Source: an optimization exercise on an open RTL-to-GDS flow (aim: small area, a short achievable clock period and few clock cycles). Production flows keep margins and buffers that such runs may drop.
Function was not checked in any run shown here: the RTL went through the layout flow alone.
No run shown here takes its clock network from TritonCTS; it comes from the design's own scripts or RTL.
The clock port is modelled as an ideal driver, which makes a skipped or thinned clock tree look cheaper than it is; a real chip needs a root buffer or a tree.
No activity file was given, so power comes from the tool's default toggle rates.

### design/flow/flow/cts.tcl
utl::set_metrics_stage "cts__{}"
source $::env(SCRIPTS_DIR)/load.tcl
source $::env(SCRIPTS_DIR)/lec_check.tcl
erase_non_stage_variables cts
load_design 3_place.odb 3_place.sdc
source_step_tcl PRE CTS

# Clone clock tree inverters next to register loads
# so cts does not try to buffer the inverted clocks.
repair_clock_inverters

proc save_progress { stage } {
  puts "Run 'make gui_$stage.odb' to load progress snapshot"
  orfs_write_db $::env(RESULTS_DIR)/$stage.odb
  orfs_write_sdc $::env(RESULTS_DIR)/$stage.sdc
}

# Run CTS
set cts_args [list \
  -sink_clustering_enable \
  -repair_clock_nets]

append_env_var cts_args CTS_BUF_DISTANCE -distance_between_buffers 1
append_env_var cts_args CTS_CLUSTER_SIZE -sink_clustering_size 1
append_env_var cts_args CTS_CLUSTER_DIAMETER -sink_clustering_max_diameter 1
append_env_var cts_args CTS_BUF_LIST -buf_list 1
append_env_var cts_args CTS_LIB_NAME -library 1


if { [env_var_exists_and_non_empty CTS_ARGS] } {
  set cts_args $::env(CTS_ARGS)
}

set_dont_use $::env(DONT_USE_CELLS)

proc kmeans_groups { pts nb } {
  set xs [lsort -real [lmap p $pts {lindex $p 0}]]
  set ys [lsort -real [lmap p $pts {lindex $p 1}]]
  set x0 [lindex $xs 0]; set x1 [lindex $xs end]
  set y0 [lindex $ys 0]; set y1 [lindex $ys end]
  set cent {}
  set side [expr {int(ceil(sqrt($nb)))}]
  set rows [expr {int(ceil(double($nb) / $side))}]
  for {set i 0} {$i < $nb} {incr i} {
    set cx [expr {$i % $side}]; set cy [expr {$i / $side}]
    lappend cent [list [expr {$x0 + ($cx + 0.5) / $side * ($x1 - $x0)}] [expr {$y0 + ($cy + 0.5) / $rows * ($y1 - $y0)}]]
  }
  # balanced k-means: no group takes more than its share of the points
  set cap [expr {int(ceil(double([llength $pts]) / $nb))}]
  for {set iter 0} {$iter < 40} {incr iter} {
    set pairs {}
    set n 0
    foreach p $pts {
      for {set i 0} {$i < $nb} {incr i} {
        set c [lindex $cent $i]
        lappend pairs [list [expr {abs([lindex $p 0] - [lindex $c 0]) + abs([lindex $p 1] - [lindex $c 1])}] $n $i]
      }
      incr n
    }
    set grp [lrepeat $nb {}]
    set cnt [lrepeat $nb 0]
    set done [lrepeat [llength $pts] 0]
    foreach pr [lsort -real -index 0 $pairs] {
      lassign $pr d n i
      if {[lindex $done $n] || [lindex $cnt $i] >= $cap} { continue }
      lset done $n 1
      lset cnt $i [expr {[lindex $cnt $i] + 1}]
      lset grp $i [concat [lindex $grp $i] [list [lindex $pts $n]]]
    }
    set newc {}
    for {set i 0} {$i < $nb} {incr i} {
      set g [lindex $grp $i]
      if {[llength $g] == 0} { lappend newc [lindex $cent $i]; continue }
      set sx 0; set sy 0
      foreach p $g { set sx [expr {$sx + [lindex $p 0]}]; set sy [expr {$sy + [lindex $p 1]}] }
      lappend newc [list [expr {double($sx) / [llength $g]}] [expr {double($sy) / [llength $g]}]]
    }
    set cent $newc
  }
  return [list $grp $cent]
}

# Drive each group of iterms (points {x y iterm}) from a new buffer of
# master bufname placed at the group's centre, fed by net src; returns the
# buffers' input points.
proc buffer_groups { grp cent bufname src prefix } {
  set block [ord::get_db_block]
  set master [[ord::get_db] findMaster $bufname]
  set ins {}
  for {set i 0} {$i < [llength $grp]} {incr i} {
    set g [lindex $grp $i]
    if {[llength $g] == 0} { continue }
    set inst [odb::dbInst_create $block $master ${prefix}$i]
    set net [odb::dbNet_create $block clknet_${prefix}$i]
    $net setSigType CLOCK
    foreach p $g { set it [lindex $p 2]; $it disconnect; $it connect $net }
    set c [lindex $cent $i]
    set x [expr {int([lindex $c 0]) - [$master getWidth] / 2}]
    set y [expr {int([lindex $c 1]) - [$master getHeight] / 2}]
    $inst setLocation $x $y
    $inst setPlacementStatus PLACED
    [$inst findITerm A] connect $src
    [$inst findITerm X] connect $net
    lappend ins [list [lindex $c 0] [lindex $c 1] [$inst findITerm A]]
    puts "clock buffer ${prefix}$i ($bufname) drives [llength $g] pins"
  }
  return $ins
}

proc manual_clock_tree { } {
  set block [ord::get_db_block]
  set clknet [[$block findBTerm clk] getNet]
  set pts {}
  foreach it [$clknet getITerms] {
    set b [[$it getInst] getBBox]
    lappend pts [list [expr {([$b xMin] + [$b xMax]) / 2.0}] [expr {([$b yMin] + [$b yMax]) / 2.0}] $it]
  }
  if {[info exists ::env(CLKTREE_LEAF)] && $::env(CLKTREE_LEAF) ne ""} {
    lassign [kmeans_groups $pts $::env(CLKTREE_NLEAF)] grp cent
    set pts [buffer_groups $grp $cent $::env(CLKTREE_LEAF) $clknet clkleaf_]
  }
  lassign [kmeans_groups $pts $::env(CLKTREE_NBUF)] grp cent
  buffer_groups $grp $cent $::env(CLKTREE_BUF) $clknet clkroot_
  set_propagated_clock [all_clocks]
}
manual_clock_tree

utl::push_metrics_stage "cts__{}__pre_repair_timing"
log_cmd estimate_parasitics -placement
if { $::env(DETAILED_METRICS) } {
  report_metrics 4 "cts pre-repair-timing"
}
utl::pop_metrics_stage

set_placement_padding -global \
  -left $::env(CELL_PAD_IN_SITES_DETAIL_PLACEMENT) \
  -right $::env(CELL_PAD_IN_SITES_DETAIL_PLACEMENT)

set result [catch { detailed_placement } msg]
if { $result != 0 } {
  save_progress 4_1_error
  error "Detailed placement failed in CTS: $msg"
}

log_cmd estimate_parasitics -placement

if { $::env(CTS_SNAPSHOTS) } {
  save_progress 4_1_pre_repair_hold_setup
}

if { !$::env(SKIP_CTS_REPAIR_TIMING) } {
  if { $::env(EQUIVALENCE_CHECK) } {
    write_eqy_verilog 4_before_rsz.v
  }
  if { $::env(LEC_CHECK) } {
    write_lec_verilog 4_before_rsz_lec.v
  }

  repair_timing_helper

  if { $::env(EQUIVALENCE_CHECK) } {
    run_equivalence_test
  }
  if { $::env(LEC_CHECK) } {
    write_lec_verilog 4_after_rsz_lec.v
    run_lec_test 4_rsz 4_before_rsz_lec.v 4_after_rsz_lec.v
  }

  set result [catch { detailed_placement } msg]
  if { $result != 0 } {
    save_progress 4_1_error
    error "Detailed placement failed in CTS: $msg"
  }

  check_placement -verbose
}

report_metrics 4 "cts final"

source_step_tcl POST CTS

orfs_write_db $::env(RESULTS_DIR)/4_1_cts.odb
orfs_write_sdc $::env(RESULTS_DIR)/4_cts.sdc
### design/flow/flow/env.sh
export BUFFER_PORTS_ARGS="-buffer_cell sky130_fd_sc_hd__buf_2"
### design/flow/flow/run.sh
#!/bin/bash
# Own layout flow: the standard ORFS flow (standard.sh), except that
# - the clock tree is built by flow/cts.tcl, a copy of ORFS's cts.tcl whose
#   TritonCTS call is replaced by one level of clock buffers fed by the clock
#   port (manual_clock_tree there);
# - flow/env.sh may set MAKEVARS, extra ORFS variables for the steps after
#   synthesis. Synthesis is the standard one, unchanged.
# Every tool's output goes to a log in this folder.
set -euo pipefail
W=$(pwd)
rm -rf "$W/scripts"
cp -r "$FLOW_HOME/scripts" "$W/scripts"
cp "$W/flow/cts.tcl" "$W/scripts/cts.tcl"
export SCRIPTS_DIR="$W/scripts"
export CLKTREE_NBUF=4
export CLKTREE_BUF=sky130_fd_sc_hd__clkbuf_16
MAKEVARS=()
if [ -f "$W/flow/env.sh" ]; then source "$W/flow/env.sh"; fi
bash standard.sh synth > "$W/flow_synth.log" 2>&1
for step in floorplan place cts finish; do
  bash standard.sh "${MAKEVARS[@]}" $step > "$W/flow_$step.log" 2>&1
done
test -s "$W/out/final.def"
### design/flow/config.mk
export PLATFORM = sky130hd
export DESIGN_NAME = ELA
export DESIGN_NICKNAME = ELA
export VERILOG_FILES = /design/flow/design.v
export SDC_FILE = /design/flow/constraint.sdc
export NUM_CORES = 8
export LEC_CHECK = 0
export CAP_MARGIN = 20
export CORE_MARGIN = 2
export CORE_UTILIZATION = 40
export SETUP_SLACK_MARGIN = 2.95
export SLEW_MARGIN = 20
export SYNTH_HIERARCHICAL = 1
### design/flow/constraint.sdc
create_clock -name core_clock -period 5.0 [get_ports {clk}]
set_input_delay 1.0000 -clock core_clock [delete_from_list [all_inputs] [get_ports {clk}]]
set_output_delay 1.0000 -clock core_clock [all_outputs]
set_load 0.01 [all_outputs]
### design/flow/standard.sh
#!/bin/bash
# synth_recipe.tcl (not shown) runs the flow's synth.tcl, then flattens the netlist and writes it again
# the make line also repeats each setting of config.mk as NAME=value (left out here)
make -C /OpenROAD-flow-scripts/flow DESIGN_CONFIG=/design/flow/config.mk WORK_HOME=/design/flow/orfs CLKGATE_MAP_FILE= SYNTH_SCRIPT=/design/flow/synth_recipe.tcl "${@:-finish}"
### design/flow/design.v
`timescale 1ns/10ps
module ELA(clk, rst, in_data, data_rd, req, wen, addr, data_wr, done);
	input				clk;
	input				rst;
	input		[7:0]	in_data;
	input		[7:0]	data_rd;
	output				req;
	output	reg			wen;
	output	reg	[9:0]	addr;
	output	reg	[7:0]	data_wr;
	output	reg			done;
	reg			nreq;
	assign req = ~nreq;
	reg			s0, s1, s2;
	wire		main = s0 | s1 | s2;
	wire [4:0] col = addr[4:0];
	wire [3:0] rf = addr[9:6];
	wire kge2 = |col[4:1];				 
	wire klow = &col[4:2] & (col[1] | col[0]);	 
	wire last = addr[5] & klow & (rf == 4'd14);	 
	reg	[7:0]	xr, v, yr, p, q;
	reg	[7:0]	dreg, bd;
	reg	[7:0]	sreg, bs;
	wire [7:0] sum8, dm;
	ela_eval u_eval (.x(xr), .y(yr), .s(sum8), .d(dm));
	wire bzero = &bd;
	wire lt = ~bzero & ((&dreg) | (dreg < bd));
	reg cen;
	wire upd = s1 | (lt & cen);
	always @(posedge clk) begin
		dreg <= dm;
		sreg <= sum8;
		if (upd) begin
			bd <= dreg;
			bs <= sreg;
		end
		if (s0) begin
			xr <= v;
			v <= xr;
		end else if (s1)
			xr <= data_rd;
		if (s0)
			yr <= data_wr;
		else if (s1)
			yr <= q;
		else
			yr <= p;
		if (s1) begin
			p <= yr;
			q <= p;
		end
		cen <= s1 ? kge2 : s2 ? ~col[4] | ~col[3] | ~col[2] | ~col[1] : 1'b0;
		data_wr <= s1 ? bs : in_data;
		if (!main && !wen)
			addr <= 10'd31;
		else begin
			addr[4:0] <= col + (s1 ? 5'd30 : s2 ? 5'd3 : s0 ? 5'd0 : 5'd1);
			addr[5] <= s1;
			if (!main)
				addr[9:6] <= {3'd0, nreq & (&col)};
			else if (s0 || (s1 && !kge2))
				addr[9:6] <= rf - 4'd1;
			else if (s2)
				addr[9:6] <= rf + ((addr[5] & klow) ? 4'd2 : 4'd1);
		end
	end
	always @(posedge clk or posedge rst) begin
		if (rst) begin
			s0 <= 1'b0;
			s1 <= 1'b0;
			s2 <= 1'b0;
			nreq <= 1'b0;
			wen <= 1'b0;
			done <= 1'b0;
		end else if (done) begin
			nreq <= 1'b1;
			wen <= 1'b0;
		end else if (!main) begin
			wen <= 1'b1;
			if (wen && col == 5'd30)
				nreq <= 1'b1;
			if (nreq && col == 5'd31)
				s0 <= 1'b1;
		end else begin
			s0 <= s2;
			s1 <= s0;
			s2 <= s1;
			nreq <= ~s0;
			if (s2) begin
				wen <= ~last;
				if (last && col == 5'd31) begin
					done <= 1'b1;
					s0 <= 1'b0;
					wen <= 1'b0;
				end
			end else
				wen <= s1;
		end
	end
endmodule
module ela_eval(x, y, s, d);
	input [7:0] x, y;
	output [7:0] s, d;
	wire [7:0] yn = ~y;
	wire [7:0] sp = x ^ y; wire [7:0] ep = x ^ yn;
	reg [7:0] sg, sq, eg, eq, g2, p2, h2, q2; integer l, i;
	always @(*) begin sg = x & y; sq = sp; eg = x & yn; eq = ep;
		for (l = 0; l < 3; l = l + 1) begin g2 = sg; p2 = sq; h2 = eg; q2 = eq;
			for (i = 0; i < 8; i = i + 1) if (i >= (1 << l)) begin
				g2[i] = sg[i] | (sq[i] & sg[i - (1 << l)]); p2[i] = sq[i] & sq[i - (1 << l)];
				h2[i] = eg[i] | (eq[i] & eg[i - (1 << l)]); q2[i] = eq[i] & eq[i - (1 << l)]; end
			sg = g2; sq = p2; eg = h2; eq = q2; end
	end
	wire [8:0] sum = {sg[7], sp ^ {sg[6:0], 1'b0}};
	wire [7:0] e0 = ep ^ {eg[6:0], 1'b0};
	wire [7:0] e1 = ep ^ {eg[6:0] | eq[6:0], 1'b1};
	assign s = sum[8:1];
	assign d = eg[7] ? e0 : ~e1;
endmodule
==> results of run 1 <==
power by group:
part / switching (mW) / leakage, nW / internal (mW)
registers: 0.0329 / 0.900 / 0.905
clock network: 0.194 / 0.0493 / 0.147
logic: 0.0977 / 1.23 / 0.0917
cells in the mapped netlist, drive strengths merged (4+ instances only):
cell	instances	area, um^2
mux2i	13	130.1
ha	31	387.9
nand3	5	25.02
inv	36	135.1
xnor2	11	96.34
a21o	9	72.57
o21ai	20	103.9
dfxtp	43	860.8
fa	4	80.08
a31oi	5	46.29
buf	12	110.1
nand2b	5	31.28
mux2	18	202.7
nand4	8	50.05
nand2	25	96.35
edfxtp	48	1441
nor3	4	20.02
a21oi	17	103.9
nor2	14	52.55
dfrtp	6	150.1
xor2	7	61.31
routing by layer:
metal | wire length, um | track usage [%]
met4 | 113 | 1.500
met3 | 196 | 0.9879
met5 | 0 | 0
met2 | 4037 | 22.21
met1 | 4429 | 20.18
how the worst min path moves through the flow:
| stage | endpoint | slack [ps] | depth (start not counted) |
|---|---|---|---|
| final | bs[4] | 400 | 0 |
| after detailed placement | bs[1] | 390 | 0 |
| after global routing | bs[4] | 410 | 0 |
| after global placement | bs[0] | 390 | 0 |
| after floorplan | bs[0] | 390 | 0 |
| after CTS | bs[3] | 400 | 0 |
flip-flops by register name, indices dropped and copies added, names as in the netlist, 8 cells and up:
name,flops
sreg,8
q,8
bd,8
bs,8
xr,8
v,8
dreg,8
p,8
yr,8
addr,10
data_wr,8
modules after synthesis, one instance, submodules excluded:
module	times used	cells inside	flip-flops and latches	cell area, um^2
ELA	1	261	97	3612
ela_eval	1	115	0	933.4
cell families (layout without fill, tap and decap cells):
group,after synthesis,in the layout,share of synthesized area [%]
buffers and inverters,52,94,5.753
flip-flops,97,97,53.95
adder cells (fa/ha/maj),35,35,10.29
multiplexers,31,31,7.322
AO/OA/AOI/OAI,70,70,11.15
AND/OR/NAND/NOR,73,73,8.065
XOR/XNOR,18,18,3.468
final cells by class:
type / instances / area [um^2]
repair buffers: 53 / 336.6
flip-flops and latches: 97 / 2469
multi-input cells: 227 / 1979
inverters: 37 / 143.9
well taps: 140 / 175.2
fillers: 1017 / 5779
plain buffers: 4 / 100.1
cells in the final DEF (no fill, tap or decap), types with 13 or more instances in the layout:
cell and instances:
o21ai_0 14, inv_1 33, mux2_2 18, nor2_1 14, buf_2 38, mux2i_1 13
edfxtp_1 48, nand2_1 24, dfxtp_1 37, ha_1 20
metrics by stage:
step	cells	power [mW]	worst slack, ps	instance area (um^2)	utilization, %
floorplan	376	1.060	2950	4591	-
global placement	540	1.103	2798	4828	43.96
detailed placement	540	1.109	2770	4828	43.96
CTS	547	1.447	2883	5010	45.61
global route	558	1.527	2849	5204	47.38
finish	558	1.469	2950	5204	47.38
timing repair:
| action | CTS | global route |
|---|---|---|
| pin swaps | 3 | 17 |
| setup buffers | 3 | 11 |
| resized for setup | 14 | 28 |
| setup endpoints to repair | 26 | 28 |
==> flow_metrics.py, run 1 <==
metrics = {
    "outcome": {
        "outcome": "no timing/DRC/antenna violations",
    },
    "cts": {
        "cts_hold_buf": 0,
        "clock_latency_ps": 160,
        "clkTransAtPathRegs_ps": 100,
    },
    "route": {
        "drc": 0,
        "wire_per_inst_um": 15.73,
        "drt_iter0_markers": 149,
        "wl_mm": 8.777,
        "dr.pass1.iters": 4,
        "via_count": 2800,
        "drt.antenna.violating_nets": 0,
        "post_drt_via_cell_ratio": 5.018,
    },
    "place": {
        "dp_hpwl_mm": 6.033,
        "place_congestion": 0.8114,
        "io_buffers": 38,
    },
    "yosys": {
        "synth-edff-count": 48,
        "synth_fp_nets": 429,
        "synthesis.area_um2": 4546,
        "synthCells": 376,
        "synth_flop_cell": "edfxtp_1",
        "syn_avg_cell_area_um2": 12.09,
        "ys_seq_elements": 97,
        "ys_seq_area_share_pct": 53.95,
        "synth-warning-count": 8,
        "ys_async_sr_fraction_pct": 6.186,
        "synthDistinctLibCells": 56,
    },
    "global_routing": {
        "track_usage_pct": 13.48,
        "grt_max_degree": 33,
        "antenna_found_initial": 0,
        "grt_pass1_wl_mm": 13.86,
        "grt_overflow": 0,
        "grt_pass1_vias": 2665,
    },
    "timing": {
        "drv_slew": 0,
        "finalCriticalPeriod_ps": 2050,
        "maxSlewHeadroom_pct": 69.46,
        "hold_slack_ps": 399.3,
        "rsz0062_at_grt": "true",
        "skew_ps": 14.54,
        "hold_viol": 0,
        "fin_crit_sh_pct": 41.00,
        "tns_ps": 0,
        "fmaxAchievable_mhz": 487.8,
        "finalSetupViolations": 0,
        "tightest_slew_ps": 457.6,
    },
    "worst_setup_path": {
        "r2r_cells": 8,
        "cp_slowest_cell": "nor4_4",
        "worstSetupEndpointType": "flop",
        "cpPeakStageDelay_ps": 390,
        "r2r_start": "addr[1]",
        "crit_family": "compound AO/OA/AOI/OAI gates",
        "worstPathMaxFanout": 9,
        "crit_type": "reg -> reg",
        "crit_chain": "nor4_4, a21oi_4, clkinv_4, ha_4, a21o_1, a31oi_2, nor2_1, o311a_1",
        "worst_setup_path_start_kind": "flop",
        "path_depth": 8,
        "r2r_slack_ps": 2950,
        "rr_endpoint": "addr[9]",
        "critPathLaunch": "addr[1]",
        "worstPathArrival_ps": 2100,
        "critPathBufInv": 1,
        "cp.required_ps": 5050,
        "crit_end": "addr[9]",
    },
    "final_layout": {
        "antennaDiodeCount": 0,
        "area_growth_pct": 14.48,
        "drive_gt1_share_pct": 31.10,
        "nNetsFinal": 473,
    },
    "die": {
        "die_area_um2": 12230,
        "start_util_pct": 41.39,
        "core_um2": 10980,
        "ios": 39,
        "die_h_um": 110.6,
        "die-width_um": 110.6,
        "row_count": 38,
    },
    "power_and_ir_drop": {
        "p_leak_nw": 2.177,
        "irDropWorstVdd_mv": 0.1475,
        "power_density_nw_per_um2": 282.2,
    },
    "flow_run": {
        "drv_cap": 0,
    },
    "worst_hold_path": {
        "min_from": "sreg[4]",
        "hold_path_class": "reg -> reg",
    },
}
==> run 2: changes to the inputs <==
--- a/design/flow/config.mk
+++ b/design/flow/config.mk
@@ -9,5 +9,5 @@
 export CORE_MARGIN = 2
 export CORE_UTILIZATION = 40
-export SETUP_SLACK_MARGIN = 2.95
+export SETUP_SLACK_MARGIN = 3.0
 export SLEW_MARGIN = 20
 export SYNTH_HIERARCHICAL = 1
==> run 2 against run 1 <==
Effect of this change:
- clock power fell by 2%
- first-iteration DRC count up 44%
- cell area about the same
- critical path type unchanged
- combinational power grew 4%
==> flow_metrics.py, run 2 <==
metrics = {
    "die": {
        "die_h_um": 110.6,
        "core_um2": 10980,
        "row_count": 38,
        "die-width_um": 110.6,
        "ios": 39,
        "start_util_pct": 41.39,
        "die_area_um2": 12230,
    },
    "timing": {
        "drv_slew": 0,
        "tightest_slew_ps": 456.7,
        "maxSlewHeadroom_pct": 69.52,
        "finalSetupViolations": 0,
        "rsz0062_at_grt": "true",
        "fmaxAchievable_mhz": 495.9,
        "layout_setup_ws_ps": 2983,
        "tns_ps": 0,
        "fin_crit_sh_pct": 40.33,
        "hold_viol": 0,
        "skew_ps": 9.506,
        "finalCriticalPeriod_ps": 2017,
        "hold_slack_ps": 412.8,
    },
    "final_layout": {
        "area_growth_pct": 14.37,
        "layout_commonest_cell": "edfxtp_1",
        "top_register": "addr",
        "nNetsFinal": 475,
        "finalNonFillerCells": 560,
        "fill_cells": 988,
        "drive_gt1_share_pct": 31.43,
        "largest_reg_flops": 10,
        "final_util_pct": 47.33,
        "antennaDiodeCount": 0,
        "final_cell_mix": "48 x edfxtp_1, 38 x buf_2, 35 x inv_1, 35 x dfxtp_1, 24 x nand2_1",
    },
    "power_and_ir_drop": {
        "p_leak_nw": 2.176,
        "irDropWorstVdd_mv": 0.1635,
        "power_density_nw_per_um2": 282.2,
    },
    "yosys": {
        "ys_async_sr_fraction_pct": 6.186,
        "synthDistinctLibCells": 56,
        "synthCells": 376,
        "yosysTopAreaCellShare_pct": 31.71,
        "ys_seq_area_share_pct": 53.95,
        "ys_seq_elements": 97,
        "yosysMostFrequentCell": "edfxtp_1",
        "syn_avg_cell_area_um2": 12.09,
        "synth-warning-count": 8,
        "synth_top_area_cell": "edfxtp_1",
        "synth_fp_nets": 429,
        "synth-edff-count": 48,
        "synthesis.area_um2": 4546,
        "synthTopCellsByCount": "48 x edfxtp_1, 43 x dfxtp_1, 36 x inv_1",
        "synthTopCellsByArea": "edfxtp_1 32%, dfxtp_1 19%, ha_1 8.5%",
        "synth_flop_cell": "edfxtp_1",
    },
    "global_routing": {
        "grt_pass1_wl_mm": 14.00,
        "grt_overflow": 0,
        "antenna_found_initial": 0,
        "grt_max_degree": 34,
        "track_usage_pct": 13.53,
        "grt_pass1_vias": 2734,
    },
    "route": {
        "drc": 0,
        "wl_mm": 8.695,
        "wire_per_inst_um": 15.53,
        "via_count": 2814,
        "dr.pass1.iters": 4,
        "drt.antenna.violating_nets": 0,
        "drt_iter0_markers": 215,
        "post_drt_via_cell_ratio": 5.025,
    },
    "worst_setup_path": {
        "crit_type": "reg -> reg",
        "rr_endpoint": "addr[9]",
        "worst_setup_path_start_kind": "flop",
        "r2r_cells": 8,
        "worstPathMaxFanout": 9,
        "r2r_start": "addr[1]",
        "worstSetupEndpointType": "flop",
        "worstPathArrival_ps": 2070,
        "critPathLaunch": "addr[1]",
        "r2r_slack_ps": 2980,
        "cp.required_ps": 5050,
    },
    "cts": {
        "clock_latency_ps": 160,
        "clkTransAtPathRegs_ps": 90,
    },
    "place": {
        "io_buffers": 38,
        "dp.cells": 540,
        "place_congestion": 0.8110,
        "dp_hpwl_mm": 5.976,
        "pre_cts_slack_ps": 2733,
    },
    "flow_run": {
        "drv_cap": 0,
    },
    "worst_hold_path": {
        "min_from": "sreg[3]",
        "holdPathEnd": "bs[3]",
        "hold_path_class": "reg -> reg",
        "min_path_cells": 0,
    },
    "outcome": {
        "outcome": "no timing/DRC/antenna violations",
    },
}
-- run 2: layout make-up --
type                       count  area (um^2)  share of cell area (%)
tap                          140        175.2                   3.369
timing repair buffer          55        341.6                   6.570
buffer                         4        100.1                   1.925
multi-input combinational    227         1969                   37.88
inverter                      37        143.9                   2.768
sequential                    97         2469                   47.48
-- run 2: critical path, cell delays in order, from the launching register on --
cell and delay [ps]:
dfxtp_2 370, nor4_4 360, a21oi_4 120, clkinv_4 110, ha_4 210, a21o_1 170
a31oi_2 180, nor2_1 60, o311a_1 330
-- run 2: kinds of logic after synthesis --
family,count (synthesis),synth area share [%]
DFF,97,53.95
and+or+nand+nor,73,8.065
AOI/OAI and AO/OA,70,11.15
xor gates and xnor gates,18,3.468
muxes,31,7.322
buffers and inverters,52,5.753
adders and majority gates,35,10.29
-- run 2: timing repair --
| action | CTS | global route |
|---|---|---|
| buffers inserted | 9 | 7 |
| hold buffers | 0 | 0 |
| pin swaps | 4 | 11 |
| setup endpoints to repair | 27 | 28 |
| resized for setup | 23 | 14 |
-- run 2: report_power, final --
part	switching (mW)	internal [mW]	leakage, nW
combinational	0.101	0.0958	1.23
sequential	0.0307	0.906	0.899
clock	0.188	0.147	0.0493
-- run 2: metal layers --
metal  track usage, %  part of all wire [%]  vias up
li1                 -                     -     1416
met1            20.33                    49     1349
met2            22.33                    47       44
met3            1.153                   3.7        5
met4            1.000                  0.92        0
met5                0                     0        -
-- run 2: how the worst max path moves through the flow --
stage,cells past startpoint,to
3_3_place_gp,7,addr[9]
3_5_place_dp,7,addr[9]
6_report,8,addr[9]
5_1_grt,9,addr[9]
4_1_cts,8,addr[9]
2_1_floorplan,8,addr[9]
-- run 2: per-stage QoR --
stage          power [mW]  instance area (um^2)
2_1_floorplan       1.060                  4603
3_3_place_gp        1.103                  4832
3_5_place_dp        1.110                  4832
4_1_cts             1.471                  5107
5_1_grt             1.537                  5199
6_report            1.467                  5199
-- run 2: Yosys stat by module, one instance, submodules excluded --
| module | flip-flops and latches | cells | area [um^2] | copies in the design |
|---|---|---|---|---|
| ELA | 97 | 261 | 3612 | 1 |
| ela_eval | 0 | 115 | 933.4 | 1 |
==> run 3: changes to the inputs <==
--- a/design/flow/config.mk
+++ b/design/flow/config.mk
@@ -9,5 +9,5 @@
 export CORE_MARGIN = 2
 export CORE_UTILIZATION = 40
-export SETUP_SLACK_MARGIN = 3.0
+export SETUP_SLACK_MARGIN = 3.1
 export SLEW_MARGIN = 20
 export SYNTH_HIERARCHICAL = 1
==> run 3 against run 2 <==
Effect of this change:
- worst setup slack improved by 22 ps
- power increased by 3.3%
- via count increased by 2.1%
- clock power increased by 1%
- core utilization increased by 1.4 points
- hold slack got worse by 0.99 ps
- critical path depth unchanged
- die area unchanged
- combinational power increased by 22%
- critical endpoint unchanged
- highest routed layer unchanged
==> flow_metrics.py, run 3 <==
metrics = {
    "route": {
        "via_count": 2873,
        "dr.pass1.iters": 4,
        "wire_per_inst_um": 15.71,
        "post_drt_via_cell_ratio": 5.040,
        "drt_iter0_markers": 160,
        "drc": 0,
        "wl_mm": 8.954,
        "drt.antenna.violating_nets": 0,
    },
    "timing": {
        "rsz0062_at_grt": "true",
        "fmaxAchievable_mhz": 501.3,
        "tns_ps": 0,
        "fin_crit_sh_pct": 39.89,
        "drv_slew": 0,
        "tightest_slew_ps": 461.5,
        "finalCriticalPeriod_ps": 1995,
        "hold_viol": 0,
        "finalSetupViolations": 0,
        "maxSlewHeadroom_pct": 69.24,
        "skew_ps": 4.914,
    },
    "yosys": {
        "ys_async_sr_fraction_pct": 6.186,
        "synthDistinctLibCells": 56,
        "yosysTopAreaCellShare_pct": 31.71,
        "yosysMostFrequentCell": "edfxtp_1",
        "synthSimpleGateAreaFrac_pct": 8.065,
        "synthTopCellsByArea": "edfxtp_1 32%, dfxtp_1 19%, ha_1 8.5%",
        "synth_flop_cell": "edfxtp_1",
        "ys_seq_elements": 97,
        "synthXorXnorAreaFrac_pct": 3.468,
        "synth_top_area_cell": "edfxtp_1",
        "synth_top_family_by_area": "compound AO/OA/AOI/OAI gates",
        "muxShareOfSynthArea_pct": 7.322,
        "synthCells": 376,
        "synth_compound_area_share_pct": 11.15,
        "synthesis.area_um2": 4546,
        "synth_fp_nets": 429,
        "synth-edff-count": 48,
        "syn_avg_cell_area_um2": 12.09,
        "synth-warning-count": 8,
        "yosys.area_share.adder_pct": 10.29,
        "synthTopCellsByCount": "48 x edfxtp_1, 43 x dfxtp_1, 36 x inv_1",
        "ys_seq_area_share_pct": 53.95,
    },
    "worst_setup_path": {
        "worstSetupEndpointType": "flop",
        "worstPathArrival_ps": 2050,
        "crit_type": "reg -> reg",
        "cpPeakStageDelay_ps": 380,
        "worstPathMaxFanout": 5,
        "cp_slowest_cell": "dfxtp_4",
        "worst_setup_path_start_kind": "flop",
        "cp.required_ps": 5050,
        "crit_chain": "nor4_4, a21oi_4, clkinv_4, ha_4, a21o_1, a31oi_4, nor2_1, o311a_1",
    },
    "power_and_ir_drop": {
        "irDropWorstVdd_mv": 0.1338,
        "power_density_nw_per_um2": 282.8,
        "p_total_mw": 1.515,
        "p_leak_nw": 2.247,
    },
    "die": {
        "die_h_um": 110.6,
        "core_um2": 10980,
        "die_area_um2": 12230,
        "row_count": 38,
        "ios": 39,
        "die-width_um": 110.6,
        "start_util_pct": 41.39,
    },
    "worst_hold_path": {
        "hold_path_class": "reg -> reg",
    },
    "place": {
        "dp_hpwl_mm": 5.968,
        "io_buffers": 38,
        "place_congestion": 0.7665,
        "placed_cell_area_um2": 4833,
    },
    "global_routing": {
        "antenna_found_initial": 0,
        "grt_pass1_wl_mm": 14.06,
        "grt_pass1_vias": 2755,
        "track_usage_pct": 13.60,
        "grt_max_degree": 34,
        "grt_overflow": 0,
    },
    "flow_run": {
        "drv_cap": 0,
    },
    "final_layout": {
        "final_cell_mix": "48 x edfxtp_1, 38 x buf_2, 35 x dfxtp_1",
        "stdcell_area_um2": 5358,
        "top_register": "addr",
        "nNetsFinal": 485,
        "layout_commonest_cell": "edfxtp_1",
        "final_util_pct": 48.78,
        "antennaDiodeCount": 0,
        "largest_reg_flops": 10,
        "drive_gt1_share_pct": 35.12,
        "area_growth_pct": 17.86,
    },
    "cts": {
        "clock_latency_ps": 160,
        "cts_hold_buf": 0,
        "clkTransAtPathRegs_ps": 90,
    },
    "outcome": {
        "outcome": "no timing/DRC/antenna violations",
    },
}
run 3: cell counts after synthesis:
Identical to the previous run, type by type.
run 3: layout make-up:
type                       instances  area, um^2
fill                             992        5625
inverter                          37       143.9
timing repair buffer              65       441.7
sequential                        97        2476
multi-input combinational        227        2021
buffer                             4       100.1
tap                              140       175.2
run 3: power by group:
| part | internal (mW) | leakage, nW | switching, mW |
|---|---|---|---|
| Combinational | 0.127 | 1.30 | 0.111 |
| Clock | 0.147 | 0.0493 | 0.192 |
| Sequential | 0.904 | 0.901 | 0.0327 |
run 3: per-stage QoR:
stage	hold slack (ps)	instances	setup WS [ps]
final	411.8	570	3005
after global routing	414.9	570	2877
after CTS	411.2	558	3025
after detailed placement	388.7	540	2779
after global placement	388.0	540	2857
after floorplan	385.5	376	2963
run 3: cell families after synthesis:
kind of cell / after synthesis
DFF: 97
and+or+nand+nor: 73
AOI/OAI and AO/OA: 70
buffers and inverters: 52
adders and majority gates: 35
muxes: 31
xor gates and xnor gates: 18
run 3: per-layer routing:
layer	global-route usage, %	up-vias	routed length [um]
met4	1.083	0	88
met1	20.63	1396	4495
li1	-	1428	-
met2	22.09	44	4093
met5	0	-	0
met3	1.262	5	277
run 3: modules after synthesis, one instance, submodules excluded:
module	cell area [um^2]	flops+latches
ELA	3612	97
ela_eval	933.4	0
run 3: critical path, delay by kind of cell (launching register included):
family	cells	cell delay, ps
flops	1	380
compound gates	4	780
buf+inv	1	90
simple gates	2	440
fa+ha+maj	1	210
run 3: final timing paths:
path                            slack, ps     from  endpoint  cells after the start
worst min-delay path                  410  sreg[0]     bs[0]                      0
worst max register to register       3010  addr[4]   addr[9]                      8
min in group asynchronous             740      rst        s0                      2
worst min register to register        410  sreg[0]     bs[0]                      0
max in group asynchronous            4040      rst        s0                      2
worst max-delay path                 3010  addr[4]   addr[9]                      8
run 3: repair_timing:
action	CTS	global route
gates cloned	0	1
endpoints found under the hold margin	0	0
gates resized for setup	28	27
pin swaps	6	23
setup endpoints to repair	29	30
buffers inserted	14	11
==> run 4: changes to the inputs <==
--- a/design/flow/config.mk
+++ b/design/flow/config.mk
@@ -9,5 +9,5 @@
 export CORE_MARGIN = 2
 export CORE_UTILIZATION = 40
-export SETUP_SLACK_MARGIN = 3.1
+export SETUP_SLACK_MARGIN = 3.2
 export SLEW_MARGIN = 20
 export SYNTH_HIERARCHICAL = 1
==> run 4 against run 3 <==
Effect of this change:
- first-iteration DRC count is 29% higher
- core utilization grew 2.4 points
- wire length is 9.5% higher
- register-to-register slack barely moved
- sequential share of layout area is 2.0 points lower
- hold slack worse by 2.5 ps
==> flow_metrics.py, run 4 <==
metrics = {
    "final_layout": {
        "drive_gt1_share_pct": 40.85,
        "top_register": "addr",
        "area_growth_pct": 23.67,
        "stdcell_area_um2": 5622,
        "nNetsFinal": 503,
        "final_cell_mix": "48 x edfxtp_1, 37 x buf_2, 35 x buf_4",
        "layout_commonest_cell": "edfxtp_1",
        "largest_reg_flops": 10,
        "antennaDiodeCount": 0,
    },
    "power_and_ir_drop": {
        "p_total_mw": 1.537,
        "p_seq_share_pct": 61.2,
        "switching_share_pct": 23.58,
        "power_switching_mw": 0.3625,
        "p_int_mw": 1.174,
        "p_leak_nw": 2.339,
        "power_frac_comb_pct": 15.7,
        "p_clk_share_pct": 23.1,
        "irDropWorstVdd_mv": 0.2102,
        "power_density_nw_per_um2": 273.4,
    },
    "timing": {
        "tightest_slew_ps": 463.7,
        "skew_ps": 9.373,
        "finalCriticalPeriod_ps": 2006,
        "tns_ps": 0,
        "drv_slew": 0,
        "fin_crit_sh_pct": 40.12,
        "fmaxAchievable_mhz": 498.5,
        "maxSlewHeadroom_pct": 68.76,
        "finalSetupViolations": 0,
        "hold_viol": 0,
        "rsz0062_at_grt": "true",
    },
    "route": {
        "wl_mm": 9.803,
        "via_count": 3004,
        "drt_iter0_markers": 207,
        "wire_per_inst_um": 16.67,
        "post_drt_via_cell_ratio": 5.109,
        "drt.antenna.violating_nets": 0,
        "dr.pass1.iters": 4,
        "drc": 0,
    },
    "cts": {
        "clkTransAtPathRegs_ps": 100,
        "clock_latency_ps": 170,
    },
    "worst_setup_path": {
        "rr_endpoint": "addr[9]",
        "worstSetupEndpointType": "flop",
        "r2r_cells": 8,
        "r2r_start": "s1",
        "worstPathArrival_ps": 2070,
        "worstPathMaxFanout": 4,
        "r2r_slack_ps": 2990,
        "cp.required_ps": 5060,
        "worst_setup_path_start_kind": "flop",
        "crit_type": "reg -> reg",
    },
    "yosys": {
        "ys_seq_area_share_pct": 53.95,
        "synth_top_area_cell": "edfxtp_1",
        "synth_fp_nets": 429,
        "synthTopCellsByArea": "edfxtp_1 32%, dfxtp_1 19%, ha_1 8.5%",
        "synth-warning-count": 8,
        "ys_async_sr_fraction_pct": 6.186,
        "synth-edff-count": 48,
        "synthCells": 376,
        "ys_seq_elements": 97,
        "synth_flop_cell": "edfxtp_1",
        "yosysTopAreaCellShare_pct": 31.71,
        "synthTopCellsByCount": "48 x edfxtp_1, 43 x dfxtp_1, 36 x inv_1",
        "yosysMostFrequentCell": "edfxtp_1",
        "synthDistinctLibCells": 56,
        "syn_avg_cell_area_um2": 12.09,
        "synthesis.area_um2": 4546,
    },
    "die": {
        "core_um2": 10980,
        "ios": 39,
        "row_count": 38,
        "die_h_um": 110.6,
        "die_area_um2": 12230,
        "start_util_pct": 41.39,
        "die-width_um": 110.6,
    },
    "worst_hold_path": {
        "holdPathEnd": "bs[1]",
        "min_from": "sreg[1]",
        "hold_path_class": "reg -> reg",
        "min_path_cells": 0,
    },
    "global_routing": {
        "grt_max_degree": 26,
        "use_met3_pct": 1.043,
        "met2_usage_pct": 25.60,
        "antenna_found_initial": 0,
        "track_usage_pct": 15.33,
        "grt_pass1_wl_mm": 15.59,
        "grt.busiest_layer": "met2",
        "grt_pass1_vias": 2901,
        "grt_overflow": 0,
        "use_met1_pct": 22.50,
    },
    "place": {
        "io_buffers": 38,
        "place_congestion": 0.7861,
        "placed_cell_area_um2": 4875,
        "dp_hpwl_mm": 6.135,
    },
    "outcome": {
        "outcome": "no timing/DRC/antenna violations",
    },
    "flow_run": {
        "drv_cap": 0,
    },
}
## run 4: cell counts after synthesis
No cell type changed its count.
## run 4: what timing repair did
| item | 4_1_cts | 5_1_grt |
|---|---|---|
| gates cloned | 1 | 0 |
| gates resized for setup | 44 | 24 |
| setup endpoints to repair | 47 | 36 |
| hold buffers | 0 | 0 |
| setup buffers | 29 | 15 |
| pin swaps | 27 | 25 |
| hold endpoints to repair | 0 | 0 |
## run 4: cells by family (layout without fill, tap and decap cells)
logic type	Yosys count	in the layout	synth area share, %
flip-flops	97	97	53.95
buffers and inverters	52	123	5.753
XOR/XNOR	18	18	3.468
multiplexers	31	31	7.322
adder cells (fa/ha/maj)	35	35	10.29
AO/OA/AOI/OAI	70	71	11.15
AND/OR/NAND/NOR	73	73	8.065
## run 4: worst max-delay path, stage by stage, from the launching register on
cell	delay [ps]
dfrtp_4	510
buf_6	140
a21oi_4	200
clkinv_4	100
ha_4	280
a21o_1	150
a31oi_4	50
and2_4	180
o311a_1	310
## run 4: Yosys stat by module (local to each module, per instance)
| module | area (um^2) | times used |
|---|---|---|
| ela_eval | 933.4 | 1 |
| ELA | 3612 | 1 |
## run 4: power groups by stage
stage | Combinational [mW] | Sequential (mW) | Clock (mW)
floorplan | 0.128 | 0.943 | 0
global placement | 0.162 | 0.956 | 0
detailed placement | 0.168 | 0.958 | 0
CTS | 0.227 | 0.938 | 0.367
global route | 0.268 | 0.947 | 0.390
finish | 0.242 | 0.940 | 0.355
## run 4: metal layers
layer,share of wire (%),vias to the layer above
met3,3.2,13
met4,1.6,0
met5,0,-
li1,-,1467
met2,46,60
met1,49,1464
## run 4: layout make-up
type | count | area, um^2
Fill cell | 964 | 5361
Sequential cell | 97 | 2484
Multi-Input combinational cell | 228 | 2136
Timing Repair Buffer | 82 | 580.6
Tap cell | 140 | 175.2
Inverter | 37 | 146.4
Buffer | 4 | 100.1
## run 4: how the worst max path moves through the flow
stage                       start      end  slack (ps)  cells past startpoint
after floorplan                s1  addr[9]        2970                      8
after global placement         s1  addr[9]        2620                      7
after detailed placement       s1  addr[9]        2550                      8
after CTS                 addr[2]  addr[9]        3020                      9
after global routing           s1  addr[9]        2930                      8
final                          s1  addr[9]        2990                      8
## run 4: stage by stage
stage / hold WS, ps / setup WS [ps] / util [%] / cells
2_1_floorplan: 385.5 / 2965 / - / 376
3_3_place_gp: 388.3 / 2625 / 44.38 / 539
3_5_place_dp: 388.7 / 2551 / 44.38 / 539
4_1_cts: 408.9 / 3016 / 49.34 / 573
5_1_grt: 422.4 / 2926 / 51.18 / 588
6_report: 409.3 / 2994 / 51.18 / 588

-- afterwards: timing with drivers on the ports --
Ports are ideal in the flow. The routed layouts listed here were re-timed in OpenROAD.
Step 1, drivers: a clkbuf_16 drives clk and a buf_2 each remaining input, both assumed.
Step 2, shift: input delay + t, output delay - t, t = (earliest + latest rising clock arrival at the registers) / 2. This alone moves slack from input paths to output paths.
a / b / c = ideal ports / drivers / drivers and shift; a / b = the first two.
run	t, ns	setup WS [ns]	worst data-port slew with drivers (ns)
run 1	0.233	2.950 / 2.950 / 2.950	0.04
run 2	0.228	2.983 / 2.983 / 2.983	0.03
run 3	0.236	3.005 / 3.005 / 3.005	0.03
run 4	0.240	2.994 / 2.994 / 2.994	0.04
After both steps setup and hold are still met in every run listed.
